From an optimization exercise on the open Yosys and OpenROAD flow, aimed at small area, a short achievable clock period and few clock cycles; shortcuts taken in it are not production practice.
RTL that was checked went through simulation tests only; none was proved equivalent to the original.
Function not checked in run 6: the RTL went through the layout flow alone.
Power and IR drop assume default switching activity.

$ cat flow/config.mk
export PLATFORM = sky130hd
export DESIGN_NAME = pipelinedPS
export DESIGN_NICKNAME = pipelinedPS
export VERILOG_FILES = /design/flow/design.v
export SDC_FILE = /design/flow/constraint.sdc
export NUM_CORES = 4
export LEC_CHECK = 0
export CAP_MARGIN = 20
export CORE_MARGIN = 2
export CORE_UTILIZATION = 50
export SETUP_SLACK_MARGIN = 3.4
export SLEW_MARGIN = 20
export SYNTH_HIERARCHICAL = 1
export SYNTH_MINIMUM_KEEP_SIZE = 0
export TNS_END_PERCENT = 5
$ cat flow/constraint.sdc
create_clock -name core_clock -period 6.0 [get_ports {clk}]
set_input_delay 1.2000 -clock core_clock [delete_from_list [all_inputs] [get_ports {clk}]]
set_output_delay 1.2000 -clock core_clock [all_outputs]
set_load 0.01 [all_outputs]
$ cat flow/design.v
module pipelinedPS#(parameter OP_WIDTH  = 4,
                    parameter CV_WIDTH  = 10,
                    parameter HZ_CV_WIDTH  = 10,
                    parameter STATES_WIDTH  = 15,
                    parameter ADDR_WIDTH  = 8,
                    parameter DATA_WIDTH  = 16,
                    parameter REG_WIDTH   = 4,
                    parameter IMM8_WIDTH  = 8,
                    parameter REG_NUM     = 16)
       (
           input  clk,
           input  rst,
           input  start,
           output reg stop_o,
           input   [DATA_WIDTH-1:0]  im_r_data,
           output  [ADDR_WIDTH-1:0]  im_addr,
           output  [ADDR_WIDTH-1:0] dm_addr,
           output  dm_wr,
           input  [DATA_WIDTH-1:0] dm_r_data,
           output [DATA_WIDTH-1:0] dm_w_data
       );
reg  [7:0]  pc;         
reg         run;
reg         vR;
reg  [15:0] ir;
reg         dsR;        
reg         vE;
reg         weE, lwE, swE, jmpzE;
reg         invE;       
reg         sltE, movE;
reg  [3:0]  rdE;
reg  [7:0]  immE;
reg  [15:0] aE, bE;
reg         gapE;       
reg         dsE;
reg         weW;
reg  [3:0]  rdW;
reg  [15:0] valW;
reg  [15:0] rf [0:15];
wire vF = run | start;
wire f_stop  = (im_r_data[15:12] == 4'b0111);
wire f_lwr0  = (im_r_data[15:8] == 8'h00);      
wire [3:0]  op  = ir[15:12];
wire [3:0]  rs  = ir[11:8];
wire [3:0]  rt  = ir[7:4];
wire [3:0]  rd  = ir[3:0];
wire r_lw    = (op == 4'b0000);
wire r_sw    = (op == 4'b0001);
wire r_add   = (op == 4'b0010);
wire r_mov   = (op == 4'b0011);
wire r_sub   = (op == 4'b0100);
wire r_jmpz  = (op == 4'b0101);
wire r_jump  = (op == 4'b0110);
wire r_stop  = (op == 4'b0111);
wire r_addf  = (op == 4'b1000);
wire r_multf = (op == 4'b1001);
wire r_slt   = (op == 4'b1010);
wire r_nop   = (op == 4'b1111);
wire r_we    = r_lw | r_add | r_mov | r_sub | r_addf | r_multf | r_slt;
wire r_rtype = r_add | r_sub | r_multf | r_nop | r_stop | r_jmpz | r_slt;
wire [3:0] r_rd = (r_lw | r_mov) ? rs : rd;
wire r_jumpgo = vR & r_jump & ~f_lwr0;
wire [16:0] sum  = {1'b0, aE} + {1'b0, bE ^ {16{invE}}} + {16'd0, invE};
wire        ltu  = ~sum[16];
wire [15:0] aluout = movE ? {{8{immE[7]}}, immE} :
                     sltE ? {15'd0, ltu} : sum[15:0];
wire e_skip = vE & jmpzE & (aE == 16'd0);    
wire gapR = (vE & lwE & r_rtype & ((rs == rdE) | (rt == rdE))) | (vE & dsE);
wire e_fwd_g = lwE & ~(r_addf & ~gapR);
wire [15:0] resE = e_fwd_g ? dm_r_data : aluout;
wire useW_lw = gapE | gapR;
wire hitE_a = vE & weE & (rdE == rs);
wire hitE_b = vE & weE & (rdE == rt);
wire hitW_a = weW & (rdW == rs);
wire hitW_b = weW & (rdW == rt);
wire [15:0] sel_a = 16'd1 << rs;
wire [15:0] sel_b = 16'd1 << rt;
wire [15:0] rf_a, rf_b;
genvar g, k;
generate
    for (g = 0; g < 16; g = g + 1) begin: rdp
        wire [15:0] col;
        for (k = 0; k < 16; k = k + 1) begin: c
            assign col[k] = rf[k][g];
        end
        rf_rdmux ua (.d(col), .sel(sel_a), .y(rf_a[g]));
        rf_rdmux ub (.d(col), .sel(sel_b), .y(rf_b[g]));
    end
endgenerate
wire ua_E = hitE_a & ~r_lw;
wire ub_E = hitE_b & ~r_lw;
wire ua_W = hitW_a & ~ua_E & (~r_lw | useW_lw);
wire ub_W = hitW_b & ~ub_E & (~r_lw | useW_lw);
wire ua_R = ~ua_E & ~ua_W;
wire ub_R = ~ub_E & ~ub_W;
wire [15:0] a_n = (resE & {16{ua_E}}) | (valW & {16{ua_W}}) | (rf_a & {16{ua_R}});
wire [15:0] b_n = (resE & {16{ub_E}}) | (valW & {16{ub_W}}) | (rf_b & {16{ub_R}});
assign im_addr = pc;
always @(posedge clk) begin
    if (rst) begin
        pc <= 8'd1;
        run <= 1'b0;
        stop_o <= 1'b0;
        vR <= 1'b0;
        vE <= 1'b0;
        weW <= 1'b0;
    end else begin
        if (vF)
            pc <= r_jumpgo ? ir[7:0] : pc + 8'd1;
        run <= vF & ~f_stop;
        stop_o <= vF & f_stop;
        vR <= vF;
        vE <= vR & ~e_skip;
        weW <= vE & weE;
    end
end
always @(posedge clk) begin
    ir    <= im_r_data;
    dsR   <= vR & r_jump;
    weE   <= r_we;
    lwE   <= r_lw;
    swE   <= r_sw;
    jmpzE <= r_jmpz;
    invE  <= r_sub | r_slt;
    sltE  <= r_slt;
    movE  <= r_mov;
    rdE   <= r_rd;
    immE  <= ir[7:0];
    aE    <= a_n;
    bE    <= b_n;
    gapE  <= gapR;
    dsE   <= dsR;
    rdW   <= rdE;
    valW  <= lwE ? dm_r_data : aluout;
end
wire [15:0] rf_wen = {16{rst}} | ({16{weW}} & (16'd1 << rdW));
wire [15:0] rf_wd  = rst ? 16'd0 : valW;
always @(posedge clk) begin: rf_write
    integer i;
    for (i = 0; i < 16; i = i + 1)
        if (rf_wen[i])
            rf[i] <= rf_wd;
end
assign dm_addr   = immE;
assign dm_wr     = vE & swE;
assign dm_w_data = aE;
endmodule
module rf_rdmux(input [15:0] d, input [15:0] sel, output y);
wire [5:0] p;
wire [1:0] q;
genvar k;
generate
    for (k = 0; k < 5; k = k + 1) begin: g
        rf_aoi222 u (.a(d[3*k]), .b(sel[3*k]), .c(d[3*k+1]), .d(sel[3*k+1]),
                     .e(d[3*k+2]), .f(sel[3*k+2]), .y(p[k]));
    end
endgenerate
rf_nand2 u5 (.a(d[15]), .b(sel[15]), .y(p[5]));
rf_nand3 n0 (.a(p[0]), .b(p[1]), .c(p[2]), .y(q[0]));
rf_nand3 n1 (.a(p[3]), .b(p[4]), .c(p[5]), .y(q[1]));
rf_or2   o  (.a(q[0]), .b(q[1]), .y(y));
endmodule
module rf_aoi222(input a, input b, input c, input d, input e, input f, output y);
assign y = ~((a & b) | (c & d) | (e & f));
endmodule
module rf_nand2(input a, input b, output y);
assign y = ~(a & b);
endmodule
module rf_nand3(input a, input b, input c, output y);
assign y = ~(a & b & c);
endmodule
module rf_or2(input a, input b, output y);
assign y = a | b;
endmodule
$ cat flow/run.sh
#!/bin/bash
# synth_recipe.tcl (not shown) runs the flow's synth.tcl, then flattens the netlist and writes it again
# the make line also repeats each setting of config.mk as NAME=value (left out here)
make -C /OpenROAD-flow-scripts/flow DESIGN_CONFIG=/design/flow/config.mk WORK_HOME=/design/flow/orfs CLKGATE_MAP_FILE= SYNTH_SCRIPT=/design/flow/synth_recipe.tcl finish
==> metrics.md, run 1 <==
| Metric | Value |
|---|---|
| Core area | `0.0308 mm^2` |
| Final instance area | `0.0189 mm^2` |
| Hold Path Cell Cnt | `0` |
| Commonest non-fill, non-tap cells in the layout | `edfxtp_1 (256), a222oi_1 (160), dfxtp_1 (85), nand2_1 (82), nand3_1 (76)` |
| Non-filler cells, final | `1,796` |
| Final setup margin | `around 3300 ps` |
| DR pass1 iterations | `10` |
| Number of DRC markers in iteration 0 | `2,033` |
| Post-synth top area share | `48.8%` |
| IO Count | `69` |
| CTS sink count | `359` |
| End of the worst hold path | `dsE` |
| Leak Pwr | `6.97 nW` |
| Final Hold Fails | `0` |
| Die Y | `about 180 um` |
| DP Area | `approximately 0.017 mm^2` |
| Max_cap viols | `0` |
| Status | `timing/DRC/antenna clean` |
| Peak supply drop | `between 0.3 and 0.4 mV` |
| Reg-to-Reg End | `bE[13]` |
| Crit path depth | `1` |
| Most common cell after layout, fill and taps aside | `edfxtp_1` |
| Clock Latency Late Sink | `540 ps` |
| Starting density of the core | `51.1%` |
| TritonCTS clock tree | `built` |
| Area occupied by multi-input gates | `0.00615 mm^2` |
| Clk pin slew, worst setup/hold paths | `60 ps` |
| Crit path buf inv count | `1` |
| Die W | `around 180 um` |
| Tmin final | `2710 ps` |
| Drt drc | `0` |
| Synth Instances | `1,238` |
| Worst min path class | `reg -> reg` |
| Syn_area_per_cell | `roughly 13 um^2` |
| Sequential share of power | `47.1%` |
| Routed Antenna Nets | `0` |
| FF+latch count, synth | `359` |
| Primary FF master, synth | `edfxtp_1` |
| Total Routing Usage GR | `30.3%` |
| Worst EP required | `4800 ps` |
| Cell area after synthesis | `0.0157 mm^2` |
| Register area share after synthesis | `61.9%` |
| Final setup fails | `0` |
| Logic pwr share | `between 20% and 30%` |
| Worst-path fanout max | `3` |
| Most area-consuming cells after synthesis | `edfxtp_1 (49%), dfxtp_1 (13%), a222oi_1 (10%)` |
| Overall power consumption | `approximately 7.5 mW` |
| Post-synth net total | `roughly 1,300` |
| Worst-Margin Slew | `between 1000 and 1500 ps` |
| Worst rel slew slack | `27.2%` |
| RSZ-0062 raised after global routing | `true` |
| Worst path arrival time | `around 1500 ps` |
| Slowest cell delay on critical path | `570 ps` |
| WS Path Type | `reg -> out` |
| ANT cells | `0` |
| Max Slew Vio Count | `0` |
| H-tree levels | `2` |
| First-pass GRT wire length | `around 74,000 um` |
| Die Area | `around 0.033 mm^2` |
| RD Place Congestion | `0.940` |
| Fin crit share | `45.2%` |
| Final core utilization | `61.4%` |
| Crit path max-delay cell type | `clkdlybuf4s50_1` |
| TritonCTS Buffers | `39` |
| Ys async rst share | `0%` |
| CP endpoint kind | `output port` |
| Pint | `5.28 mW` |
| Row cnt | `64` |
| Yosys warns | `8` |
| Initial antenna violation count | `0` |
| Clock root buffer | `clkbuf_16` |
| Hold Crit Start | `dsR` |
| PwrDens | `~400 mW/mm^2` |
| Synth cell types | `66` |
| Place WS | `2780 ps` |
| Switching share of power | `roughly 30%` |
| Final nets | `1,424` |
| Longest Clk Path Bufs | `3` |
| Largest net degree at the start of global routing | `45` |
| GRT overflow | `0` |
| Setup slack, reg-to-reg | `~3400 ps` |
| Placed Cells | `1,689` |
| Routed WL | `between 50,000 and 60,000 um` |
| Setup tns final | `0 ps` |
| Seq. cell area | `0.00980 mm^2` |
| Skew final | `21.4 ps` |
| Worst-path cell chain | `clkdlybuf4s50_1` |
| Vias | `12,200` |
| Hold_ws | `336 ps` |
| Worst reg-to-reg path cell count | `9` |
| Vias in the first global route | `11,800` |
| Vias/cell | `about 6.8` |
| Dpl hpwl | `about 32,000 um` |
| Crit Reg-Reg Startpoint | `ir[6]` |
| Layout Area Growth over Synthesis | `20.3%` |
| Type of origin of the critical path | `flip-flop` |
| Number of fill cells | `2,422` |
| IO Port Bufs | `68` |
| EDFF count, synth | `about 260` |
| Fmax | `368 MHz` |
| WL/cell | `about 28 um` |
| Delay-heaviest family, CP | `buffers and inverters` |
| P_sw | `2.26 mW` |
| Layout cells sized above 1 | `18.9%` |
| Synth area leader | `edfxtp_1` |
| Clock share of power | `slightly above 30%` |
flip-flops by register name, summed over array words and instances, names as in the netlist, 4 cells and up:
signal and count:
rdW 4, rdE 4, ir 16, rf 256
aE 16, pc 8, valW 16, immE 8
bE 16
power groups by stage:
stage               registers [mW]  logic [mW]  clock network (mW)
floorplan                     3.48       0.910                   0
global placement              3.57        1.42                   0
detailed placement            3.58        1.42                   0
finish                        3.55        1.64                2.35
CTS                           3.53        1.48                2.38
global route                  3.60        1.75                2.49
Yosys stat by module (local to each module, per instance), a selection:
module       flip-flops and latches  cell area (um^2)
rf_nand2                          0              3.75
rf_nand3                          0              5.00
pipelinedPS                     359             13500
rf_or2                            0              6.26
rf_aoi222                         0              10.0
synth_stat cells (7+ instances only):
library cell    n
clkbuf_1       34
nand3_1        76
o31ai_1         9
mux2i_1         9
or2_1          32
o21ai_0        27
a211oi_1       17
a22oi_1         9
nor2_1         72
and2_1          9
or2_2           7
edfxtp_1      256
nand2_1        85
nor2b_1        26
xnor2_1        19
o21ai_1         7
mux2_2         17
dfxtp_1       103
nand2b_1       12
ha_1           16
o21a_1          7
a31o_2          8
a21oi_1        38
nor4_1          9
a222oi_1      160
inv_1           8
nor3_1         24
and3_1          7
a21o_1         19
and2b_1         8
xor2_1         18
worst max path at each step:
stage,endpoint,from
5_1_grt,dm_w_data[7],aE[7]
4_1_cts,dm_addr[7],immE[7]
6_report,dm_w_data[7],aE[7]
3_5_place_dp,bE[14],invE
3_3_place_gp,bE[14],invE
2_1_floorplan,bE[10],ir[6]
kinds of logic (layout without fill, tap and decap cells):
family,count (synthesis),in the layout,synth area share (%)
simple gates,391,391,12.5
flops,359,359,61.9
compound gates,355,355,18.8
buf+inv,52,214,1.43
xor+xnor,37,37,2.06
mux,27,27,1.88
fa+ha+maj,17,17,1.40
layout make-up:
class | count | share of cell area (%)
clock buffers | 48 | 5.49
clock inverters | 21 | 1.19
inverters | 8 | 0.159
multi-input cells | 827 | 32.5
flip-flops and latches | 359 | 51.7
well taps | 396 | 2.62
repair buffers | 137 | 6.33
worst register-to-register path, cell delays in order, from the launching register on:
cell,delay [ps]
dfxtp_4,470
nand2b_1,290
nor3_2,60
buf_4,220
a222oi_1,330
nand3_1,280
or2_1,350
mux2_2,290
nand2_1,90
o21ai_1,70
metal layers:
metal,routed length (um),global-route usage [%],vias up
met4,2580,14.9,0
met5,0,0,-
li1,-,-,5394
met1,20400,41.0,5952
met3,4870,5.58,133
met2,23100,47.4,728
repair_timing:
item	in CTS	in global routing
pin swaps	10	14
gates cloned	0	0
hold buffers	0	0
buffers inserted	13	24
hold endpoints to repair	0	0
endpoints found under the setup margin	82	200
gates resized for setup	34	61
Testbench counts, summed over its fixed seeds: cycles 67,337.
==> inputs of run 2 (changes only) <==
--- a/flow/config.mk
+++ b/flow/config.mk
@@ -12,4 +12,3 @@
 export SLEW_MARGIN = 20
 export SYNTH_HIERARCHICAL = 1
 export SYNTH_MINIMUM_KEEP_SIZE = 0
-export TNS_END_PERCENT = 5
==> run 2 against run 1 <==
Compared with the run above:
- final cell count down 0.39%
- critical path depth up 8
- worst hold slack worse by 7.1 ps
- first-iteration DRC count down 9.2%
- count of clock-buffer cells in the layout up 3
- sequential share of layout area up 0.35 points
==> metrics.md, run 2 <==
| Metric | Value |
|---|---|
| WL/cell | `between 20 and 30 um` |
| Max_cap viols | `0` |
| First-pass GRT wire length | `74,100 um` |
| Cell area after synthesis | `0.0157 mm^2` |
| Worst reg-to-reg path cell count | `9` |
| Met3 wire length | `roughly 5100 um` |
| Routed WL | `50,900 um` |
| WS Path Type | `reg -> reg` |
| Ys async rst share | `0%` |
| RSZ-0062 raised after global routing | `true` |
| EDFF count, synth | `256` |
| Starting density of the core | `51.1%` |
| Layout cells sized above 1 | `18.7%` |
| Primary FF master, synth | `edfxtp_1` |
| Crit Reg-Reg Startpoint | `ir[8]` |
| Worst rel slew slack | `30.1%` |
| Vias in the first global route | `11,600` |
| Fmax | `386 MHz` |
| Longest Clk Path Bufs | `3` |
| Post-synth top area share | `just under 50%` |
| FF+latch count, synth | `359` |
| Top post-synthesis cells by count | `edfxtp_1 (256), a222oi_1 (160), dfxtp_1 (103)` |
| Total Routing Usage GR | `a little under a third` |
| WL met2 | `23,400 um` |
| Most common cell after layout, fill and taps aside | `edfxtp_1` |
| Most flops, register | `rf` |
| Tmin final | `roughly 2600 ps` |
| Routed Antenna Nets | `0` |
| Worst EP required | `6400 ps` |
| Area occupied by multi-input gates | `between 0.006 and 0.007 mm^2` |
| Number of DRC markers in iteration 0 | `1,845` |
| Core area | `between 0.03 and 0.04 mm^2` |
| RD Place Congestion | `approximately 0.9` |
| Skew final | `approximately 25 ps` |
| CP endpoint kind | `flip-flop` |
| Synth area leader | `edfxtp_1` |
| Layout Area Growth over Synthesis | `19.5%` |
| IO Port Bufs | `68` |
| PwrDens | `391 mW/mm^2` |
| Clock root buffer | `clkbuf_16` |
| Most area-consuming cells after synthesis | `edfxtp_1 (49%), dfxtp_1 (13%), a222oi_1 (10%)` |
| Fin crit share | `43.1%` |
| Count leader, synth | `edfxtp_1` |
| Clock Latency Late Sink | `540 ps` |
| Post-synth net total | `around 1,300` |
| Row cnt | `64` |
| Initial antenna violation count | `0` |
| Largest net degree at the start of global routing | `45` |
| Commonest non-fill, non-tap cells in the layout | `edfxtp_1 (256), a222oi_1 (160), dfxtp_1 (84), nand2_1 (82), nand3_1 (76)` |
| IO Count | `69` |
| Die Y | `181 um` |
| Clk pin slew, worst setup/hold paths | `approximately 60 ps` |
| Final Hold Fails | `0` |
| Overall power consumption | `between 7 and 8 mW` |
| Register area share after synthesis | `61.9%` |
| DR top layer | `met4` |
| Die W | `181 um` |
| Peak supply drop | `~0.26 mV` |
| Setup slack, reg-to-reg | `3410 ps` |
| Post-CTS Hold Fix Bufs | `0` |
| TritonCTS clock tree | `built` |
| Largest register FFs | `about 260` |
| Seq. cell area | `0.00980 mm^2` |
| CTS sink count | `359` |
| Type of origin of the critical path | `flip-flop` |
| Drt drc | `0` |
| DR pass1 iterations | `10` |
| Critical Path End | `aE[13]` |
| Dpl hpwl | `roughly 33,000 um` |
| Worst-Margin Slew | `around 1000 ps` |
| Syn_area_per_cell | `12.7 um^2` |
| GRT overflow | `0` |
| Setup tns final | `0 ps` |
| Vias | `roughly 12,000` |
| Worst min path class | `reg -> reg` |
| Worst-path fanout max | `16` |
| Final nets | `1,420` |
| Reg-to-Reg End | `aE[13]` |
| Metal-1 WL | `20,300 um` |
| H-tree levels | `2` |
| Worst path arrival time | `2990 ps` |
| Leak Pwr | `7.01 nW` |
| Synth cell types | `66` |
| Die Area | `between 0.03 and 0.04 mm^2` |
| Synth Instances | `1,238` |
| TritonCTS Buffers | `38` |
| Status | `timing/DRC/antenna clean` |
| Final setup fails | `0` |
| Vias/cell | `~6.8` |
| Yosys warns | `8` |
| ANT cells | `0` |
| Max Slew Vio Count | `0` |
| Setup crit start | `ir[8]` |
| Number of fill cells | `2,470` |
-- run 2: critical path: stages (launching register included) --
cell and delay [ps]:
dfxtp_4 420, nand2b_4 190, nor2_1 50, buf_4 210
a222oi_1 460, nand3_1 280, or2_4 330, and2b_1 170
a211oi_2 250, a21oi_1 70
-- run 2: cell families (layout without fill, tap and decap cells) --
group	Yosys count	after routing	synth area share, %
and+or+nand+nor	391	391	12.5
DFF	359	359	61.9
AOI/OAI and AO/OA	355	355	18.8
buffers and inverters	52	207	1.43
xor gates and xnor gates	37	37	2.06
muxes	27	27	1.88
adders and majority gates	17	17	1.40
-- run 2: layout make-up --
| class | count | area share [%] |
|---|---|---|
| Timing Repair Buffer | 134 | 6.04 |
| Clock inverter | 14 | 0.505 |
| Multi-Input combinational cell | 827 | 32.9 |
| Clock buffer | 51 | 5.65 |
| Sequential cell | 359 | 52.1 |
| Tap cell | 396 | 2.63 |
| Inverter | 8 | 0.160 |
-- run 2: Yosys stat by module (local to each module, per instance), excerpt --
module / times used / cells / flip-flops and latches / cell area [um^2]
pipelinedPS: 1 / 950 / 359 / 13500
rf_aoi222: 160 / 1 / 0 / 10.0
rf_or2: 32 / 1 / 0 / 6.26
rf_nand3: 64 / 1 / 0 / 5.00
rf_nand2: 32 / 1 / 0 / 3.75
-- run 2: worst min path at each step --
| stage | start | endpoint | slack (ps) | cells past startpoint |
|---|---|---|---|---|
| finish | dsR | dsE | 330 | 0 |
| global route | dsR | dsE | 350 | 0 |
| CTS | dsR | dsE | 330 | 0 |
| detailed placement | dsR | dsE | 320 | 0 |
| global placement | dsR | dsE | 320 | 0 |
| floorplan | dsR | dsE | 310 | 0 |
-- run 2: stage by stage --
step	std cells	cell area [um^2]	hold WS, ps	worst slack [ps]	util, %
after detailed placement	1696	17100	316	2720	55.4
final	1789	18800	329	3410	61.0
after global routing	1789	18800	349	3340	61.0
after CTS	1766	18300	329	3350	59.5
after floorplan	1238	15800	310	3400	-
after global placement	1695	17100	317	2830	55.4
-- run 2: repair_timing --
item / 4_1_cts / 5_1_grt
pin swaps: 5 / 22
buffers inserted: 5 / 23
resized for setup: 72 / 64
endpoints found under the setup margin: 82 / 33
endpoints found under the hold margin: 0 / 0
-- run 2: report_power, final --
group | internal [mW] | switching [mW] | total (mW)
logic | 0.623 | 0.960 | 1.58
clock network | 1.28 | 0.934 | 2.22
registers | 3.24 | 0.320 | 3.56
total | 5.15 | 2.21 | 7.36
-- run 2: metal layers --
layer  vias up  track usage (%)
met1      5919             42.0
met5         -                0
met4         0             13.4
li1       5398                -
met2       730             47.8
met3       113             4.63
==> inputs of run 3 (changes only) <==
--- a/flow/config.mk
+++ b/flow/config.mk
@@ -8,6 +8,8 @@
 export CAP_MARGIN = 20
 export CORE_MARGIN = 2
 export CORE_UTILIZATION = 50
+export CTS_CLUSTER_DIAMETER = 100
+export CTS_CLUSTER_SIZE = 24
 export SETUP_SLACK_MARGIN = 3.4
 export SLEW_MARGIN = 20
 export SYNTH_HIERARCHICAL = 1
==> run 3 against run 2 <==
Compared with the run above:
- global-route usage fell by 0.37 points
- non-clock buffer count fell by 1
- critical path depth did not move
- register-to-register slack got worse by 70 ps
- setup slack got worse by 70 ps
- sequential share of layout area rose by 1.8 points
- synthesized area did not move
- flip-flop and latch count did not move
- maximum frequency fell by 2.6%
- final cell count fell by 1.9%
- die area did not move
- wire length fell by 0.71%
- critical path type unchanged
- largest power group unchanged
- highest routed layer unchanged
==> metrics.md, run 3 <==
| Metric | Value |
|---|---|
| Synth cell types | `66` |
| DR pass1 iterations | `10` |
| Commonest non-fill, non-tap cells in the layout | `edfxtp_1 (256), a222oi_1 (160), nand2_1 (82), nand3_1 (76), dfxtp_1 (72)` |
| Cell area after synthesis | `roughly 0.016 mm^2` |
| Number of DRC markers in iteration 0 | `between 1,500 and 2,000` |
| Layout cells sized above 1 | `between 10% and 20%` |
| H-tree levels | `1` |
| Synth area leader | `edfxtp_1` |
| Placed Cells | `approximately 1,700` |
| GR peak layer | `met2` |
| Post-CTS Hold Fix Bufs | `0` |
| Syn_area_per_cell | `approximately 13 um^2` |
| WL/cell | `28.8 um` |
| Count leader, synth | `edfxtp_1` |
| Status | `timing/DRC/antenna clean` |
| Skew final | `~27 ps` |
| Crit path max-delay cell type | `dfxtp_4` |
| Starting density of the core | `approximately 51%` |
| Worst-path fanout max | `16` |
| Yosys warns | `8` |
| Dpl hpwl | `32,500 um` |
| Worst EP required | `6390 ps` |
| ANT cells | `0` |
| WS Path Type | `reg -> reg` |
| Final setup margin | `3340 ps` |
| Die Y | `approximately 180 um` |
| Most common cell after layout, fill and taps aside | `edfxtp_1` |
| Delay-heaviest family, CP | `simple AND/OR/NAND/NOR gates` |
| Longest Clk Path Bufs | `3` |
| Fin crit share | `between 40 and 50%` |
| Core area | `0.0308 mm^2` |
| Final setup fails | `0` |
| Pint | `4.52 mW` |
| TritonCTS Buffers | `19` |
| Worst-path cell chain | `nand2b_2 > nor2_1 > buf_4 > a222oi_1 > nand3_1 > or2_1 > and2b_1 > a211oi_2 > a21oi_1` |
| Primary FF master, synth | `edfxtp_1` |
| Worst rel slew slack | `31.7%` |
| Drt drc | `0` |
| Row cnt | `64` |
| Setup crit start | `ir[8]` |
| Post-synth top area share | `48.8%` |
| Final nets | `1,400` |
| Die Area | `0.0329 mm^2` |
| CP endpoint kind | `flip-flop` |
| Crit path buf inv count | `1` |
| Most flops, register | `rf` |
| Hold Path Cell Cnt | `0` |
| Sequential share of power | `54.0%` |
| Max_cap viols | `0` |
| Post-synth net total | `1,290` |
| Crit path depth | `9` |
| Most area-consuming cells after synthesis | `edfxtp_1 (49%), dfxtp_1 (13%), a222oi_1 (10%)` |
| IO Port Bufs | `68` |
| RD Place Congestion | `roughly 0.92` |
| Setup slack, reg-to-reg | `3340 ps` |
| Clk pin slew, worst setup/hold paths | `90 ps` |
| CTS sink count | `359` |
| Logic pwr share | `24.4%` |
| Met1 GRT Util | `a little over two fifths` |
| Ys async rst share | `0%` |
| EDFF count, synth | `256` |
| Switching share of power | `31.4%` |
| Place WS | `2720 ps` |
| Final core utilization | `59.1%` |
| Clock Latency Late Sink | `530 ps` |
| Vias in the first global route | `11,400` |
| Crit Reg-Reg Startpoint | `ir[8]` |
| Vias/cell | `roughly 6.9` |
| Type of origin of the critical path | `flip-flop` |
| Peak supply drop | `0.286 mV` |
| Clock root buffer | `clkbuf_16` |
| Layout Area Growth over Synthesis | `15.7%` |
| Clock share of power | `21.6%` |
| P_sw | `2.07 mW` |
| PwrDens | `362 mW/mm^2` |
| Routing usage on met3 | `4.21%` |
| Met2 usage | `47.8%` |
| Register area share after synthesis | `between 60% and 70%` |
| Routed Antenna Nets | `0` |
| Total Routing Usage GR | `30.0%` |
| Worst min path class | `reg -> reg` |
| Leak Pwr | `6.70 nW` |
| Largest net degree at the start of global routing | `45` |
| Setup tns final | `0 ps` |
| Hold Crit Start | `dsR` |
| Initial antenna violation count | `0` |
| Largest register FFs | `256` |
| IO Count | `69` |
| TritonCTS clock tree | `built` |
| Routed WL | `50,500 um` |
| Fmax | `376 MHz` |
| Non-filler cells, final | `roughly 1,800` |
| Worst reg-to-reg path cell count | `9` |
| Top post-synthesis cells by count | `edfxtp_1 (256), a222oi_1 (160), dfxtp_1 (103)` |
| Die W | `181 um` |
| Max Slew Vio Count | `0` |
| Final Hold Fails | `0` |
| Worst-Margin Slew | `1020 ps` |
| Vias | `around 12,000` |
| RSZ-0062 raised after global routing | `true` |
| Worst path arrival time | `3050 ps` |
| FF+latch count, synth | `359` |
| Synth Instances | `about 1,200` |
| Slowest cell delay on critical path | `430 ps` |
| First-pass GRT wire length | `between 70,000 and 80,000 um` |
| GRT overflow | `0` |
| Tmin final | `2660 ps` |
| Overall power consumption | `between 6 and 7 mW` |
==> run 3: layout make-up <==
type,instances,area (um^2)
clock buffer,31,542
multi-input combinational,827,6170
inverter,8,30.0
timing repair buffer,133,1130
sequential,359,9820
clock inverter,1,30.0
tap,396,495
fill,2530,12600
==> run 3: layer usage <==
metal	wire length [um]	vias up	part of all wire [%]
met5	0	-	0
met4	1930	0	3.8
met3	4570	90	9.0
met2	23300	655	46
met1	20800	6017	41
li1	-	5335	-
==> run 3: worst paths after layout <==
path              endpoint
setup / recovery    aE[13]
hold / removal         dsE
setup reg to reg    aE[13]
hold reg to reg        dsE
==> run 3: kinds of logic (layout without fill, tap and decap cells) <==
kind of cell	after synthesis	after routing	synth area share, %
AO/OA/AOI/OAI	355	355	18.8
AND/OR/NAND/NOR	391	391	12.5
flip-flops	359	359	61.9
multiplexers	27	27	1.88
XOR/XNOR	37	37	2.06
buffers and inverters	52	173	1.43
adder cells (fa/ha/maj)	17	17	1.40
==> run 3: Yosys stat by module, one instance, submodules excluded, excerpt <==
module | flops+latches | cell area (um^2) | cells inside
rf_or2 | 0 | 6.26 | 1
pipelinedPS | 359 | 13500 | 950
rf_nand3 | 0 | 5.00 | 1
rf_aoi222 | 0 | 10.0 | 1
rf_nand2 | 0 | 3.75 | 1
==> run 3: per-stage QoR <==
stage               cell area (um^2)  hold slack (ps)
global route                   18200              358
floorplan                      15800              310
CTS                            17800              342
finish                         18200              345
global placement               17100              317
detailed placement             17100              316
==> run 3: power by group through the flow <==
stage	registers, mW	logic, mW	clock network, mW
floorplan	3.48	0.910	0
global route	3.60	1.73	1.53
detailed placement	3.59	1.41	0
CTS	3.54	1.43	1.44
global placement	3.58	1.41	0
finish	3.56	1.61	1.42
==> run 3: timing repair <==
action                                  CTS  global route
buffers inserted                          5            22
hold endpoints to repair                  0             0
gates resized for setup                  85            62
pin swaps                                 5            28
endpoints found under the setup margin   81            37
cloned                                    0             0
==> inputs of run 4 (changes only) <==
--- a/flow/config.mk
+++ b/flow/config.mk
@@ -10,7 +10,7 @@
 export CORE_UTILIZATION = 50
 export CTS_CLUSTER_DIAMETER = 100
 export CTS_CLUSTER_SIZE = 24
-export SETUP_SLACK_MARGIN = 3.4
+export SETUP_SLACK_MARGIN = 3.6
 export SLEW_MARGIN = 20
 export SYNTH_HIERARCHICAL = 1
 export SYNTH_MINIMUM_KEEP_SIZE = 0
==> run 4 against run 3 <==
Compared with the run above:
- still clean
- non-clock buffer count increased by 30
- synthesized cell count unchanged
- global-route usage increased by 0.83 points
- worst hold slack got worse by 8.5 ps
- count of clock-buffer cells in the layout decreased by 2
- first-iteration DRC count increased by 11%
- sequential power about the same
- largest cell class unchanged
- largest power group unchanged
==> metrics.md, run 4 <==
| Metric | Value |
|---|---|
| Most common cell after layout, fill and taps aside | `edfxtp_1` |
| RD Place Congestion | `0.942` |
| EDFF count, synth | `256` |
| Post-synth net total | `1,290` |
| Largest register FFs | `256` |
| Worst rel slew slack | `between 30% and 40%` |
| Cell area after synthesis | `~0.016 mm^2` |
| Setup tns final | `0 ps` |
| PwrDens | `361 mW/mm^2` |
| Starting density of the core | `51.1%` |
| Max_cap viols | `0` |
| Routed Antenna Nets | `0` |
| Die Area | `0.0329 mm^2` |
| Final setup fails | `0` |
| Count leader, synth | `edfxtp_1` |
| Fmax | `roughly 390 MHz` |
| Total Routing Usage GR | `30.8%` |
| Row cnt | `64` |
| WL/cell | `29.2 um` |
| Clock share of power | `19.8%` |
| ANT cells | `0` |
| Post-synth top area share | `48.8%` |
| Clock Latency Late Sink | `between 500 and 600 ps` |
| Clk pin slew, worst setup/hold paths | `roughly 100 ps` |
| Yosys warns | `8` |
| Number of fill cells | `2,422` |
| Number of DRC markers in iteration 0 | `around 2,100` |
| DR pass1 iterations | `10` |
| Clock root buffer | `clkbuf_16` |
| Dpl hpwl | `32,600 um` |
| TritonCTS clock tree | `built` |
| Primary FF master, synth | `edfxtp_1` |
| Vias/cell | `6.94` |
| Die W | `~180 um` |
| Commonest non-fill, non-tap cells in the layout | `edfxtp_1 (256), a222oi_1 (160), buf_4 (84), nand2_1 (76), nand3_1 (75)` |
| CP endpoint kind | `flip-flop` |
| Worst min path class | `reg -> reg` |
| Sequential share of power | `52.2%` |
| Longest Clk Path Bufs | `3` |
| TritonCTS Buffers | `18` |
| H-tree levels | `1` |
| Most area-consuming cells after synthesis | `edfxtp_1 (49%), dfxtp_1 (13%), a222oi_1 (10%)` |
| Syn_area_per_cell | `12.7 um^2` |
| Switching share of power | `32.2%` |
| Worst-path cell chain | `buf_8 > mux2i_4 > inv_2 > fa_2 > a21oi_4 > o21ai_4 > a2111oi_4 > o31a_1 > o21ai_2 > a221oi_2` |
| Synth area leader | `edfxtp_1` |
| Final Hold Fails | `0` |
| Synth Instances | `1,238` |
| Worst path arrival time | `about 3000 ps` |
| Pint | `4.63 mW` |
| FF+latch count, synth | `359` |
| Leak Pwr | `6.89 nW` |
| Overall power consumption | `a little under 7 mW` |
| Largest net degree at the start of global routing | `45` |
| Register area share after synthesis | `61.9%` |
| Core area | `0.0308 mm^2` |
| RSZ-0062 raised after global routing | `true` |
| Status | `timing/DRC/antenna clean` |
| Ys async rst share | `0%` |
| WS Path Type | `reg -> reg` |
| Vias in the first global route | `roughly 12,000` |
| CTS sink count | `approximately 360` |
| Worst-path fanout max | `7` |
| Fin crit share | `42.3%` |
| Initial antenna violation count | `1` |
| Top post-synthesis cells by count | `edfxtp_1 (256), a222oi_1 (160), dfxtp_1 (103)` |
| Logic pwr share | `27.9%` |
| Crit path max-delay cell type | `dfxtp_4` |
| GRT overflow | `0` |
| Peak supply drop | `between 0.2 and 0.3 mV` |
| First-pass GRT wire length | `75,900 um` |
| Layout Area Growth over Synthesis | `20.3%` |
| Worst-Margin Slew | `between 1000 and 1500 ps` |
| Layout cells sized above 1 | `25.4%` |
| Die Y | `181 um` |
| Synth cell types | `66` |
| Skew final | `38.0 ps` |
| Max Slew Vio Count | `0` |
| Most flops, register | `rf` |
| Setup slack, reg-to-reg | `3460 ps` |
| Drt drc | `0` |
| Non-filler cells, final | `roughly 1,800` |
| P_sw | `around 2.2 mW` |
| Worst EP required | `6450 ps` |
| Routed WL | `52,100 um` |
| Slowest cell delay on critical path | `410 ps` |
| Type of origin of the critical path | `flip-flop` |
| IO Port Bufs | `68` |
| IO Count | `69` |
| Placed Cells | `between 1,500 and 2,000` |
| Post-CTS Hold Fix Bufs | `0` |
| Vias | `12,400` |
| Final nets | `1,429` |
| Tmin final | `roughly 2500 ps` |
run 4: cell counts after synthesis:
Identical to the previous run, type by type.
run 4: through the flow:
stage	utilization, %	hold WS (ps)	worst slack, ps	instance area (um^2)
after floorplan	-	310	3600	15900
after global placement	55.5	319	2920	17100
after detailed placement	55.6	319	2810	17100
after CTS	59.7	340	3450	18400
after global routing	61.4	347	3400	18900
final	61.4	337	3460	18900
run 4: timing repair:
item	CTS	global route
gates resized for setup	182	122
setup endpoints to repair	230	331
pin swaps	42	46
cloned	0	1
buffers inserted	45	13
run 4: worst paths after layout:
kind / depth (start not counted) / startpoint / end
worst max-delay path: 10 / invE / bE[14]
worst min-delay path: 0 / dsR / dsE
worst max register to register: 10 / invE / bE[14]
worst min register to register: 0 / dsR / dsE
run 4: worst max-delay path, delay by kind of cell, from the launching register on:
kind	cells	cell delay [ps]
buffers and inverters	2	240
muxes	1	160
AOI/OAI and AO/OA	6	1260
DFF	1	410
adders and majority gates	1	390
run 4: kinds of logic (layout without fill, tap and decap cells):
logic type / after synthesis / in the layout / synth area share [%]
xor gates and xnor gates: 37 / 37 / 2.06
adders and majority gates: 17 / 17 / 1.40
muxes: 27 / 27 / 1.88
and+or+nand+nor: 391 / 391 / 12.5
AOI/OAI and AO/OA: 355 / 355 / 18.8
DFF: 359 / 359 / 61.9
buffers and inverters: 52 / 201 / 1.43
run 4: per-module statistics from Yosys (local to each module, per instance), a selection:
| module | cells | copies in the design | flip-flops and latches | cell area (um^2) |
|---|---|---|---|---|
| pipelinedPS | 950 | 1 | 359 | 13500 |
| rf_aoi222 | 1 | 160 | 0 | 10.0 |
| rf_or2 | 1 | 32 | 0 | 6.26 |
| rf_nand3 | 1 | 64 | 0 | 5.00 |
| rf_nand2 | 1 | 32 | 0 | 3.75 |
run 4: cell type report:
class | count | area, um^2 | area share, %
Sequential cell | 359 | 9840 | 52.0
Multi-Input combinational cell | 827 | 6670 | 35.2
Tap cell | 396 | 495 | 2.62
Clock buffer | 29 | 492 | 2.60
Clock inverter | 1 | 30.0 | 0.159
Inverter | 8 | 30.0 | 0.159
Timing Repair Buffer | 163 | 1380 | 7.29
run 4: power by group through the flow:
stage	registers (mW)	logic, mW	clock network [mW]
2_1_floorplan	3.48	0.928	0
3_3_place_gp	3.58	1.41	0
3_5_place_dp	3.59	1.41	0
4_1_cts	3.54	1.61	1.37
5_1_grt	3.61	2.02	1.47
6_report	3.57	1.91	1.35
run 4: layer usage:
layer	vias up	GRT usage, %	share of wire [%]
li1	5382	-	-
met1	6113	43.4	41
met2	762	49.5	46
met3	122	3.79	9.2
met4	0	11.2	4.3
met5	-	0	0
==> inputs of run 5 (changes only) <==
--- a/flow/config.mk
+++ b/flow/config.mk
@@ -8,9 +8,9 @@
 export CAP_MARGIN = 20
 export CORE_MARGIN = 2
 export CORE_UTILIZATION = 50
-export CTS_CLUSTER_DIAMETER = 100
-export CTS_CLUSTER_SIZE = 24
-export SETUP_SLACK_MARGIN = 3.6
+export CTS_BUF_LIST = sky130_fd_sc_hd__clkbuf_4 sky130_fd_sc_hd__clkbuf_8
+export CTS_CLUSTER_SIZE = 10
+export SETUP_SLACK_MARGIN = 3.4
 export SLEW_MARGIN = 20
 export SYNTH_HIERARCHICAL = 1
 export SYNTH_MINIMUM_KEEP_SIZE = 0
==> run 5 against run 4 <==
Compared with the run above:
- die area unchanged
- flip-flop and latch count unchanged
- synthesized cell count unchanged
- largest power group unchanged
- cell area decreased by 0.34%
- still clean
- utilization decreased by 0.21 points
- clock skew increased by 27 ps
- maximum frequency decreased by 1.4%
- final cell count increased by 3.3%
- critical path depth decreased by 1
==> metrics.md, run 5 <==
| Metric | Value |
|---|---|
| Status | `timing/DRC/antenna clean` |
| Largest register FFs | `256` |
| Commonest non-fill, non-tap cells in the layout | `edfxtp_1 (256), a222oi_1 (160), nand2_1 (83), dfxtp_1 (82)` |
| Number of fill cells | `2,512` |
| Worst rel slew slack | `approximately 29%` |
| Setup crit start | `ir[8]` |
| Synth cell types | `66` |
| Die Area | `between 0.03 and 0.04 mm^2` |
| WS Path Type | `reg -> reg` |
| FF+latch count, synth | `359` |
| Critical Path End | `aE[13]` |
| Initial antenna violation count | `0` |
| H-tree levels | `2` |
| Post-synth net total | `1,290` |
| Leak Pwr | `7.09 nW` |
| Peak supply drop | `0.200 mV` |
| DP Area | `0.0171 mm^2` |
| PwrDens | `382 mW/mm^2` |
| RSZ-0062 raised after global routing | `true` |
| Starting density of the core | `51.1%` |
| Fin crit share | `42.9%` |
| Register area share after synthesis | `about three fifths` |
| Setup tns final | `0 ps` |
| Fmax | `388 MHz` |
| Post-synth top area share | `48.8%` |
| Tmin final | `2570 ps` |
| Vias/cell | `6.66` |
| Worst reg-to-reg path cell count | `9` |
| Count leader, synth | `edfxtp_1` |
| Top post-synthesis cells by count | `edfxtp_1 (256), a222oi_1 (160), dfxtp_1 (103)` |
| Most area-consuming cells after synthesis | `edfxtp_1 (49%), dfxtp_1 (13%), a222oi_1 (10%)` |
| Most flops, register | `rf` |
| EDFF count, synth | `around 260` |
| Die Y | `181 um` |
| WL/cell | `27.7 um` |
| RD Place Congestion | `approximately 0.9` |
| IO Port Bufs | `68` |
| Clock Latency Late Sink | `640 ps` |
| Routed WL | `51,000 um` |
| Setup slack, reg-to-reg | `3430 ps` |
| Dpl hpwl | `32,500 um` |
| Worst min path class | `reg -> reg` |
| Max Slew Vio Count | `0` |
| Syn_area_per_cell | `approximately 13 um^2` |
| Routed Antenna Nets | `0` |
| Core area | `0.0308 mm^2` |
| Reg-to-Reg End | `aE[13]` |
| DR pass1 iterations | `9` |
| First-pass GRT wire length | `74,500 um` |
| Drt drc | `0` |
| Post-CTS Hold Fix Bufs | `0` |
| TritonCTS Buffers | `56` |
| Number of DRC markers in iteration 0 | `1,846` |
| Final setup fails | `0` |
| Synth Instances | `1,238` |
| Layout Area Growth over Synthesis | `19.9%` |
| Primary FF master, synth | `edfxtp_1` |
| Vias | `12,300` |
| Worst-path fanout max | `16` |
| ANT cells | `0` |
| Layout cells sized above 1 | `between 20% and 30%` |
| Skew final | `about 65 ps` |
| Clock root buffer | `clkbuf_8` |
| Worst path arrival time | `3030 ps` |
| Placed Cells | `approximately 1,700` |
| Final instance area | `0.0189 mm^2` |
| Most common cell after layout, fill and taps aside | `edfxtp_1` |
| GRT overflow | `0` |
| Ys async rst share | `0%` |
| Worst-path cell chain | `nand2b_4 > nor2_1 > buf_4 > a222oi_1 > nand3_1 > or2_1 > and2b_1 > a211oi_2 > a21oi_1` |
| Type of origin of the critical path | `flip-flop` |
| Slowest cell delay on critical path | `430 ps` |
| Longest Clk Path Bufs | `3` |
| Seq. cell area | `0.00980 mm^2` |
| IO Count | `69` |
| Final nets | `1,450` |
| Die W | `roughly 180 um` |
| Crit Reg-Reg Startpoint | `ir[8]` |
| Crit path max-delay cell type | `dfxtp_4` |
| TritonCTS clock tree | `built` |
| Clk pin slew, worst setup/hold paths | `60 ps` |
| Vias in the first global route | `around 12,000` |
| Row cnt | `64` |
| Non-filler cells, final | `approximately 1,800` |
| Final Hold Fails | `0` |
| Total Routing Usage GR | `30.5%` |
| Area occupied by multi-input gates | `between 0.006 and 0.007 mm^2` |
| Worst EP required | `6460 ps` |
| Worst-Margin Slew | `1060 ps` |
| CP endpoint kind | `flip-flop` |
| Yosys warns | `8` |
| Cell area after synthesis | `0.0157 mm^2` |
| Largest net degree at the start of global routing | `between 40 and 50` |
| CTS sink count | `about 360` |
| Max_cap viols | `0` |
| Synth area leader | `edfxtp_1` |
[run 5: changes by cell type in the layout (fill, tap and decap cells not counted), sizes merged]
cell           before  now
inv                 8   10
dlygate4sd2        15   33
clkdlybuf4s50      26   33
clkdlybuf4s15      15    1
buf                96   79
clkbuf             39   83
clkinv              1   19
clkinvlp            0    2
dlymetal6s2s        1    0
[run 5: report_power, final]
part           switching (mW)  internal [mW]  total, mW
clock                   0.969           1.08       2.05
combinational           0.961          0.640       1.60
sequential              0.320           3.24       3.56
total                    2.25           4.97       7.22
[run 5: critical path: cells and delay by family (launching register included)]
kind | cells | cell delay (ps)
and+or+nand+nor | 5 | 1020
AOI/OAI and AO/OA | 3 | 720
buffers and inverters | 1 | 210
DFF | 1 | 430
[run 5: worst min-delay path by stage]
stage	start	endpoint	slack (ps)	cells after the start
finish	dsR	dsE	340	0
global route	dsR	dsE	360	0
CTS	dsR	dsE	340	0
detailed placement	dsR	dsE	320	0
global placement	dsR	dsE	320	0
floorplan	dsR	dsE	310	0
[run 5: cells by family after synthesis]
logic type / count (synthesis) / synth area share (%)
AOI/OAI and AO/OA: 355 / 18.8
xor gates and xnor gates: 37 / 2.06
adders and majority gates: 17 / 1.40
buffers and inverters: 52 / 1.43
DFF: 359 / 61.9
muxes: 27 / 1.88
and+or+nand+nor: 391 / 12.5
[run 5: per-stage QoR]
step                utilization, %  power (mW)  setup WS [ps]  hold WS [ps]
floorplan                        -        4.39           3400           310
global placement              55.4        4.99           2830           317
detailed placement            55.4        5.00           2720           316
CTS                           59.6        7.08           3380           338
global route                  61.2        7.52           3340           357
finish                        61.2        7.22           3430           339
[run 5: what timing repair did]
action	4_1_cts	5_1_grt
setup endpoints to repair	80	38
gates resized for setup	85	44
pin swaps	8	20
buffers inserted	7	33
[run 5: Yosys stat by module (local to each module, per instance), a selection]
module | cells inside | area [um^2]
rf_nand2 | 1 | 3.75
rf_nand3 | 1 | 5.00
rf_or2 | 1 | 6.26
rf_aoi222 | 1 | 10.0
pipelinedPS | 950 | 13500
[run 5: area by class of cell]
type                            count  area share (%)
Clock buffer                       83            5.32
Sequential cell                   359            51.9
Clock inverter                     23           0.656
Inverter                            8           0.159
Timing Repair Buffer              146            6.59
Multi-Input combinational cell    827            32.7
Tap cell                          396            2.62
[run 5: per-layer routing]
layer  wire [um]  track usage, %  vias up  part of all wire [%]
met4        2000            13.8        0                   3.9
met5           0               0        -                     0
met1       20900            42.2     6025                    41
met3        4680            4.45       98                   9.2
li1            -               -     5473                     -
met2       23500            48.0      677                    46
==> inputs of run 6 (changes only) <==
--- a/flow/design.v
+++ b/flow/design.v
@@ -33,8 +33,7 @@
 reg  [15:0] aE, bE;
 reg         gapE;       
 reg         dsE;
-reg         weW;
-reg  [3:0]  rdW;
+reg  [15:0] wenW;       
 reg  [15:0] valW;
 reg  [15:0] rf [0:15];
 wire vF = run | start;
@@ -71,8 +70,8 @@
 wire useW_lw = gapE | gapR;
 wire hitE_a = vE & weE & (rdE == rs);
 wire hitE_b = vE & weE & (rdE == rt);
-wire hitW_a = weW & (rdW == rs);
-wire hitW_b = weW & (rdW == rt);
+wire hitW_a = |(wenW & (16'd1 << rs));
+wire hitW_b = |(wenW & (16'd1 << rt));
 wire [15:0] sel_a = 16'd1 << rs;
 wire [15:0] sel_b = 16'd1 << rt;
 wire [15:0] rf_a, rf_b;
@@ -103,7 +102,7 @@
         stop_o <= 1'b0;
         vR <= 1'b0;
         vE <= 1'b0;
-        weW <= 1'b0;
+        wenW <= 16'd0;
     end else begin
         if (vF)
             pc <= r_jumpgo ? ir[7:0] : pc + 8'd1;
@@ -111,7 +110,7 @@
         stop_o <= vF & f_stop;
         vR <= vF;
         vE <= vR & ~e_skip;
-        weW <= vE & weE;
+        wenW <= {16{vE & weE}} & (16'd1 << rdE);
     end
 end
 always @(posedge clk) begin
@@ -130,10 +129,9 @@
     bE    <= b_n;
     gapE  <= gapR;
     dsE   <= dsR;
-    rdW   <= rdE;
     valW  <= lwE ? dm_r_data : aluout;
 end
-wire [15:0] rf_wen = {16{rst}} | ({16{weW}} & (16'd1 << rdW));
+wire [15:0] rf_wen = {16{rst}} | wenW;
 wire [15:0] rf_wd  = rst ? 16'd0 : valW;
 always @(posedge clk) begin: rf_write
     integer i;
--- a/flow/config.mk
+++ b/flow/config.mk
@@ -8,8 +8,6 @@
 export CAP_MARGIN = 20
 export CORE_MARGIN = 2
 export CORE_UTILIZATION = 50
-export CTS_BUF_LIST = sky130_fd_sc_hd__clkbuf_4 sky130_fd_sc_hd__clkbuf_8
-export CTS_CLUSTER_SIZE = 10
 export SETUP_SLACK_MARGIN = 3.4
 export SLEW_MARGIN = 20
 export SYNTH_HIERARCHICAL = 1
==> run 6 against run 5 <==
Compared with the run above:
- critical path type unchanged
- still clean on timing, DRC and antenna
- worst hold slack got worse by 8.7 ps
- via count rose by 1.1%
- final cell count is 0.87% lower
- wire length up 1.5%
- cell area rose by 3.6%
==> metrics.md, run 6 <==
| Metric | Value |
|---|---|
| Die W | `183 um` |
| Max_cap viols | `0` |
| CP endpoint kind | `flip-flop` |
| Crit path max-delay cell type | `ha_1` |
| Die Area | `0.0333 mm^2` |
| Post-CTS Hold Fix Bufs | `0` |
| Setup tns final | `0 ps` |
| Number of DRC markers in iteration 0 | `2,018` |
| Routed Antenna Nets | `0` |
| H-tree levels | `2` |
| WL/cell | `28.4 um` |
| Count leader, synth | `edfxtp_1` |
| Fin crit share | `between 40 and 50%` |
| Tmin final | `~2700 ps` |
| GRT overflow | `0` |
| WS Path Type | `reg -> reg` |
| FF+latch count, synth | `370` |
| Cell area after synthesis | `0.0159 mm^2` |
| Max Slew Vio Count | `0` |
| Delay-heaviest family, CP | `compound AO/OA/AOI/OAI gates` |
| Register area share after synthesis | `62.5%` |
| Yosys warns | `8` |
| Type of origin of the critical path | `flip-flop` |
| Clock root buffer | `clkbuf_16` |
| Skew final | `14.0 ps` |
| First-pass GRT wire length | `73,700 um` |
| Vias in the first global route | `11,600` |
| Peak supply drop | `0.230 mV` |
| TritonCTS Buffers | `38` |
| DR pass1 iterations | `10` |
| Synth Instances | `1,254` |
| DR top layer | `met4` |
| TritonCTS clock tree | `built` |
| Syn_area_per_cell | `12.7 um^2` |
| Post-synth top area share | `around half` |
| Synth cell types | `66` |
| Routed WL | `51,800 um` |
| Worst-path cell chain | `xor2_1 > ha_1 > a21oi_1 > o21ai_4 > a2111oi_4 > o21bai_2 > buf_4 > buf_6 > xor2_1 > a21oi_1 > a21oi_1` |
| Drt drc | `0` |
| Worst min path class | `reg -> reg` |
| Worst-Margin Slew | `around 1100 ps` |
| Post-synth net total | `1,306` |
| Largest register FFs | `256` |
| Metal-1 WL | `20,800 um` |
| Synth area leader | `edfxtp_1` |
| Worst-path fanout max | `8` |
| Final setup fails | `0` |
| Worst rel slew slack | `26.2%` |
| Number of fill cells | `2,532` |
| Ys async rst share | `0%` |
| Primary FF master, synth | `edfxtp_1` |
| IO Count | `69` |
| Clk pin slew, worst setup/hold paths | `60 ps` |
| EDFF count, synth | `256` |
| RSZ-0062 raised after global routing | `true` |
| ANT cells | `0` |
| Leak Pwr | `between 7 and 8 nW` |
| Final Hold Fails | `0` |
| Layout Area Growth over Synthesis | `22.6%` |
| Core area | `0.0315 mm^2` |
| Final nets | `1,450` |
| Dpl hpwl | `32,600 um` |
| Met3 wire length | `5340 um` |
| Top post-synthesis cells by count | `edfxtp_1 (256), a222oi_1 (160), dfxtp_1 (114)` |
| RD Place Congestion | `0.869` |
| Longest Clk Path Bufs | `3` |
| Row cnt | `65` |
| Most common cell after layout, fill and taps aside | `edfxtp_1` |
| Most flops, register | `rf` |
| Initial antenna violation count | `2` |
| PwrDens | `394 mW/mm^2` |
| Crit path buf inv count | `2` |
| Status | `timing/DRC/antenna clean` |
| Vias/cell | `roughly 6.8` |
| Clock Latency Late Sink | `520 ps` |
| Layout cells sized above 1 | `21.1%` |
| IO Port Bufs | `slightly below 70` |
| CP most frequent cell | `a21oi_1` |
| Die Y | `183 um` |
| Slowest cell delay on critical path | `430 ps` |
| Starting density of the core | `50.7%` |
| Vias | `roughly 12,000` |
| Largest net degree at the start of global routing | `38` |
| Fmax | `372 MHz` |
| Worst EP required | `between 6000 and 7000 ps` |
| WL met2 | `around 24,000 um` |
| Total Routing Usage GR | `roughly 30%` |
| Commonest non-fill, non-tap cells in the layout | `edfxtp_1 (256), a222oi_1 (160), dfxtp_1 (94), nand3_1 (80), nand2_1 (66)` |
| Worst path arrival time | `just over 3000 ps` |
| Most area-consuming cells after synthesis | `edfxtp_1 (48%), dfxtp_1 (14%), a222oi_1 (10%)` |
| Overall power consumption | `7.70 mW` |
| CTS sink count | `370` |
## run 6: changes by cell type after synthesis, sizes merged, moves of 11 or more
cell / before / now
or2: 39 / 50
dfxtp: 103 / 114
inv: 8 / 20
mux2i: 9 / 20
a21o: 19 / 7
o21ai: 36 / 56
## run 6: layer usage
layer	GRT usage, %	up-vias
li1	-	5453
met1	41.0	6180
met2	46.5	673
met3	6.84	102
met4	11.5	0
met5	0	-
## run 6: timing repair
item	CTS	global route
setup endpoints to repair	224	61
pin swaps	12	39
resized for setup	110	102
setup buffers	12	36
cloned	0	1
## run 6: cell type report
cell class | count | area, um^2 | share of cell area [%]
clock buffers | 46 | 1020 | 5.23
clock inverters | 20 | 180 | 0.921
repair buffers | 147 | 1340 | 6.86
flip-flops and latches | 370 | 10000 | 51.2
inverters | 20 | 75.1 | 0.384
well taps | 402 | 503 | 2.57
multi-input cells | 821 | 6420 | 32.8
## run 6: modules after synthesis, one instance, submodules excluded, a selection
module       cells inside  times used  flip-flops and latches  cell area, um^2
rf_or2                  1          32                       0             6.26
rf_nand2                1          32                       0             3.75
rf_aoi222               1         160                       0             10.0
rf_nand3                1          64                       0             5.00
pipelinedPS           966           1                     370            13700
## run 6: final timing paths
check        slack (ps)  from       end  depth (start not counted)
max                3310  invE  valW[12]                         11
min                 330   dsR       dsE                          0
max reg2reg        3310  invE  valW[12]                         11
min reg2reg         330   dsR       dsE                          0
## run 6: where the power goes
group	switching, mW	internal, mW
combinational	1.02	0.715
clock	0.955	1.34
sequential	0.331	3.34
## run 6: kinds of logic (layout without fill, tap and decap cells)
logic type | Yosys count | after routing | synth area share (%)
compound gates | 333 | 333 | 17.1
xor+xnor | 33 | 33 | 1.81
fa+ha+maj | 17 | 17 | 1.38
buf+inv | 63 | 233 | 1.58
flops | 370 | 370 | 62.5
mux | 41 | 41 | 2.81
simple gates | 397 | 397 | 12.8
## run 6: metrics by stage
step / setup slack, ps / area [um^2] / hold WS [ps] / utilization, % / std cells
floorplan: 3400 / 16000 / 310 / - / 1254
global placement: 2630 / 17300 / 315 / 55.0 / 1711
detailed placement: 2550 / 17300 / 318 / 55.0 / 1711
CTS: 3290 / 18800 / 334 / 59.8 / 1789
global route: 3180 / 19600 / 338 / 62.2 / 1826
finish: 3310 / 19600 / 330 / 62.2 / 1826
==> inputs of run 7 (changes only) <==
--- a/flow/design.v
+++ b/flow/design.v
@@ -30,10 +30,11 @@
 reg         sltE, movE;
 reg  [3:0]  rdE;
 reg  [7:0]  immE;
-reg  [15:0] aE, bE;
+reg  [15:0] aE, bE;     
 reg         gapE;       
 reg         dsE;
-reg  [15:0] wenW;       
+reg         weW;
+reg  [3:0]  rdW;
 reg  [15:0] valW;
 reg  [15:0] rf [0:15];
 wire vF = run | start;
@@ -59,7 +60,7 @@
 wire r_rtype = r_add | r_sub | r_multf | r_nop | r_stop | r_jmpz | r_slt;
 wire [3:0] r_rd = (r_lw | r_mov) ? rs : rd;
 wire r_jumpgo = vR & r_jump & ~f_lwr0;
-wire [16:0] sum  = {1'b0, aE} + {1'b0, bE ^ {16{invE}}} + {16'd0, invE};
+wire [16:0] sum  = {1'b0, aE} + {1'b0, bE} + {16'd0, invE};
 wire        ltu  = ~sum[16];
 wire [15:0] aluout = movE ? {{8{immE[7]}}, immE} :
                      sltE ? {15'd0, ltu} : sum[15:0];
@@ -70,8 +71,8 @@
 wire useW_lw = gapE | gapR;
 wire hitE_a = vE & weE & (rdE == rs);
 wire hitE_b = vE & weE & (rdE == rt);
-wire hitW_a = |(wenW & (16'd1 << rs));
-wire hitW_b = |(wenW & (16'd1 << rt));
+wire hitW_a = weW & (rdW == rs);
+wire hitW_b = weW & (rdW == rt);
 wire [15:0] sel_a = 16'd1 << rs;
 wire [15:0] sel_b = 16'd1 << rt;
 wire [15:0] rf_a, rf_b;
@@ -93,7 +94,8 @@
 wire ua_R = ~ua_E & ~ua_W;
 wire ub_R = ~ub_E & ~ub_W;
 wire [15:0] a_n = (resE & {16{ua_E}}) | (valW & {16{ua_W}}) | (rf_a & {16{ua_R}});
-wire [15:0] b_n = (resE & {16{ub_E}}) | (valW & {16{ub_W}}) | (rf_b & {16{ub_R}});
+wire [15:0] b_n = ((resE & {16{ub_E}}) | (valW & {16{ub_W}}) | (rf_b & {16{ub_R}})) ^
+                  {16{r_sub | r_slt}};
 assign im_addr = pc;
 always @(posedge clk) begin
     if (rst) begin
@@ -102,7 +104,7 @@
         stop_o <= 1'b0;
         vR <= 1'b0;
         vE <= 1'b0;
-        wenW <= 16'd0;
+        weW <= 1'b0;
     end else begin
         if (vF)
             pc <= r_jumpgo ? ir[7:0] : pc + 8'd1;
@@ -110,7 +112,7 @@
         stop_o <= vF & f_stop;
         vR <= vF;
         vE <= vR & ~e_skip;
-        wenW <= {16{vE & weE}} & (16'd1 << rdE);
+        weW <= vE & weE;
     end
 end
 always @(posedge clk) begin
@@ -129,9 +131,10 @@
     bE    <= b_n;
     gapE  <= gapR;
     dsE   <= dsR;
+    rdW   <= rdE;
     valW  <= lwE ? dm_r_data : aluout;
 end
-wire [15:0] rf_wen = {16{rst}} | wenW;
+wire [15:0] rf_wen = {16{rst}} | ({16{weW}} & (16'd1 << rdW));
 wire [15:0] rf_wd  = rst ? 16'd0 : valW;
 always @(posedge clk) begin: rf_write
     integer i;
==> run 7 against run 6 <==
Compared with the run above:
- setup slack gained 110 ps
- clock skew rose by 17 ps
- critical path depth shrank 2
- power down 2.8%
- final cell count shrank 3.9%
- synthesized area is 1.8% lower
- critical path type unchanged
- critical endpoint is now aE[4]
- highest routed layer unchanged
==> metrics.md, run 7 <==
| Metric | Value |
|---|---|
| Leak Pwr | `6.92 nW` |
| ANT cells | `0` |
| Worst-Margin Slew | `between 1000 and 1500 ps` |
| Row cnt | `64` |
| Syn_area_per_cell | `about 13 um^2` |
| WL/cell | `~29 um` |
| Worst-path fanout max | `4` |
| RD Place Congestion | `0.902` |
| Vias/cell | `6.93` |
| Status | `timing/DRC/antenna clean` |
| Tmin final | `2580 ps` |
| Die Area | `roughly 0.033 mm^2` |
| Routed WL | `50,800 um` |
| Die Y | `around 180 um` |
| Fmax | `a little under 400 MHz` |
| Reg-to-Reg End | `aE[4]` |
| Hold Path Cell Cnt | `0` |
| Yosys warns | `8` |
| Post-synth net total | `1,257` |
| Clock Latency Late Sink | `540 ps` |
| Dpl hpwl | `31,900 um` |
| Final instance area | `0.0188 mm^2` |
| Place WS | `about 2600 ps` |
| Placed Cells | `between 1,500 and 2,000` |
| Die W | `around 180 um` |
| Clock root buffer | `clkbuf_16` |
| Count leader, synth | `edfxtp_1` |
| Total Routing Usage GR | `30.1%` |
| Ys async rst share | `0%` |
| Worst rel slew slack | `27.2%` |
| Routed Antenna Nets | `0` |
| Crit Reg-Reg Startpoint | `aE[0]` |
| Synth area leader | `edfxtp_1` |
| Cell area after synthesis | `0.0157 mm^2` |
| Commonest non-fill, non-tap cells in the layout | `edfxtp_1 (256), a222oi_1 (160), dfxtp_1 (89), nand3_1 (75), nand2_1 (71)` |
| First-pass GRT wire length | `73,400 um` |
| Top post-synthesis cells by count | `edfxtp_1 (256), a222oi_1 (160), dfxtp_1 (103)` |
| Most flops, register | `rf` |
| Core area | `0.0307 mm^2` |
| Vias in the first global route | `11,500` |
| EDFF count, synth | `256` |
| Max_cap viols | `0` |
| Synth cell types | `78` |
| Peak supply drop | `0.264 mV` |
| Primary FF master, synth | `edfxtp_1` |
| Final core utilization | `just over 60%` |
| Final setup margin | `3420 ps` |
| End of the worst hold path | `dsE` |
| Worst reg-to-reg path cell count | `9` |
| Most common cell after layout, fill and taps aside | `edfxtp_1` |
| Overall power consumption | `between 7 and 8 mW` |
| Hold Crit Start | `dsR` |
| Largest register FFs | `256` |
| Hold_ws | `approximately 330 ps` |
| RSZ-0062 raised after global routing | `true` |
| TritonCTS clock tree | `built` |
| CTS sink count | `around 360` |
| Worst EP required | `6410 ps` |
| IO Port Bufs | `68` |
| Setup slack, reg-to-reg | `3420 ps` |
| Final nets | `1,382` |
| Final Hold Fails | `0` |
| Clk pin slew, worst setup/hold paths | `approximately 60 ps` |
| Setup tns final | `0 ps` |
| Layout cells sized above 1 | `19.4%` |
| FF+latch count, synth | `around 360` |
| Vias | `12,200` |
| Post-synth top area share | `49.1%` |
| TritonCTS Buffers | `38` |
| Most area-consuming cells after synthesis | `edfxtp_1 (49%), dfxtp_1 (13%), a222oi_1 (10%)` |
| DR pass1 iterations | `10` |
| Initial antenna violation count | `1` |
| CP endpoint kind | `flip-flop` |
| Setup crit start | `aE[0]` |
| Register area share after synthesis | `62.2%` |
| Type of origin of the critical path | `flip-flop` |
| Starting density of the core | `51.0%` |
| DP Area | `0.0170 mm^2` |
| IO Count | `69` |
| Max Slew Vio Count | `0` |
| Final setup fails | `0` |
| Synth Instances | `1,204` |
| Fin crit share | `43.0%` |
| GRT overflow | `0` |
| Worst min path class | `reg -> reg` |
| PwrDens | `approximately 400 mW/mm^2` |
| Worst path arrival time | `about 3000 ps` |
| Non-filler cells, final | `approximately 1,800` |
| Drt drc | `0` |
| Skew final | `30.7 ps` |
| H-tree levels | `2` |
| Number of DRC markers in iteration 0 | `2,197` |
| WS Path Type | `reg -> reg` |
| Largest net degree at the start of global routing | `37` |
| Longest Clk Path Bufs | `3` |
| Layout Area Growth over Synthesis | `20.0%` |
## run 7: cells by family after synthesis
logic type / Yosys count / synth area share [%]
DFF: 359 / 62.2
xor gates and xnor gates: 32 / 1.79
AOI/OAI and AO/OA: 341 / 18.7
buffers and inverters: 55 / 1.85
adders and majority gates: 18 / 1.53
muxes: 20 / 1.39
and+or+nand+nor: 379 / 12.5
## run 7: final cells by class
| class | instances | area [um^2] |
|---|---|---|
| clock buffers | 44 | 993 |
| clock inverters | 25 | 250 |
| fillers | 2423 | 12000 |
| inverters | 13 | 48.8 |
| multi-input cells | 791 | 6120 |
| flip-flops and latches | 359 | 9780 |
| well taps | 396 | 495 |
| repair buffers | 126 | 1100 |
## run 7: worst max path at each step
stage | cells past startpoint | endpoint | slack, ps
final | 9 | aE[4] | 3420
after global routing | 10 | bE[14] | 3350
after CTS | 6 | bE[15] | 3390
after detailed placement | 7 | pc[4] | 2550
after global placement | 7 | pc[7] | 2610
after floorplan | 10 | aE[14] | 3440
## run 7: worst max-delay path, cell delays in order, from the launching register on
cell	delay, ps
dfxtp_1	340
inv_1	70
fa_2	370
fa_2	380
nor2b_4	200
o21a_1	140
o21ai_0	70
a32o_2	300
mux2_4	270
a221o_1	320
## run 7: where the power goes
| group | total [mW] | internal (mW) | switching [mW] |
|---|---|---|---|
| Clock | 2.36 | 1.37 | 0.990 |
| Combinational | 1.53 | 0.612 | 0.922 |
| Sequential | 3.59 | 3.26 | 0.328 |
| Total | 7.48 | 5.24 | 2.24 |
## run 7: what timing repair did
action,4_1_cts,5_1_grt
endpoints found under the setup margin,282,137
buffers inserted,12,12
cloned,1,0
hold buffers,0,0
gates resized for setup,89,54
hold endpoints to repair,0,0
pin swaps,13,19
## run 7: routing by layer
layer | part of all wire, % | up-vias | track usage [%]
met5 | 0 | - | 0
met3 | 10 | 118 | 4.86
li1 | - | 5294 | -
met4 | 4.0 | 0 | 12.6
met2 | 47 | 764 | 48.6
met1 | 39 | 5984 | 40.7
## run 7: per-module statistics from Yosys, one instance, submodules excluded, excerpt
module	flops+latches	cells inside	cell area, um^2
pipelinedPS	359	916	13400
rf_aoi222	0	1	10.0
rf_nand2	0	1	3.75
rf_nand3	0	1	5.00
rf_or2	0	1	6.26
Testbench counts of run 7, summed over its fixed seeds: cycles 67,337.

port drivers added, routing unchanged:
How much do the figures lean on ideal ports? The routed layouts below were timed once more, with nothing changed but the port constraints. Step 1 (the two cells are an assumption about what drives the block):
set clk [get_ports {clk}]
set_driving_cell -lib_cell sky130_fd_sc_hd__clkbuf_16 $clk
set_driving_cell -lib_cell sky130_fd_sc_hd__buf_2 [delete_from_list [all_inputs] $clk]
Step 2 times the ports against the registers' clock, not the clock port: input delays grow and output delays shrink by t, the midpoint of the rising clock arrivals with the driver on. a / b / c = no drivers / after step 1 / after step 2; a / b = the first two.
| run | shift t [ns] | setup WS [ns] | worst setup path at the end | worst slew at a driven data input, ns |
|---|---|---|---|---|
| run 1 | 0.583 | 3.286 / 3.233 / 2.820 | input to register | 0.04 |
| run 2 | 0.583 | 3.411 / 3.400 / 2.942 | input to register | 0.05 |
| run 3 | 0.574 | 3.341 / 3.341 / 2.957 | input to register | 0.05 |
| run 4 | 0.585 | 3.461 / 3.461 / 3.081 | input to register | 0.04 |
| run 5 | 0.651 | 3.425 / 3.425 / 2.927 | input to register | 0.05 |
| run 6 | 0.569 | 3.313 / 3.313 / 3.020 | input to register | 0.04 |
| run 7 | 0.577 | 3.422 / 3.401 / 2.887 | input to register | 0.05 |
After both steps every run listed still meets setup and hold. For run 7, which loses most, drivers alone change the setup slack by -0.021 ns; drivers and shift together by -0.535 ns.
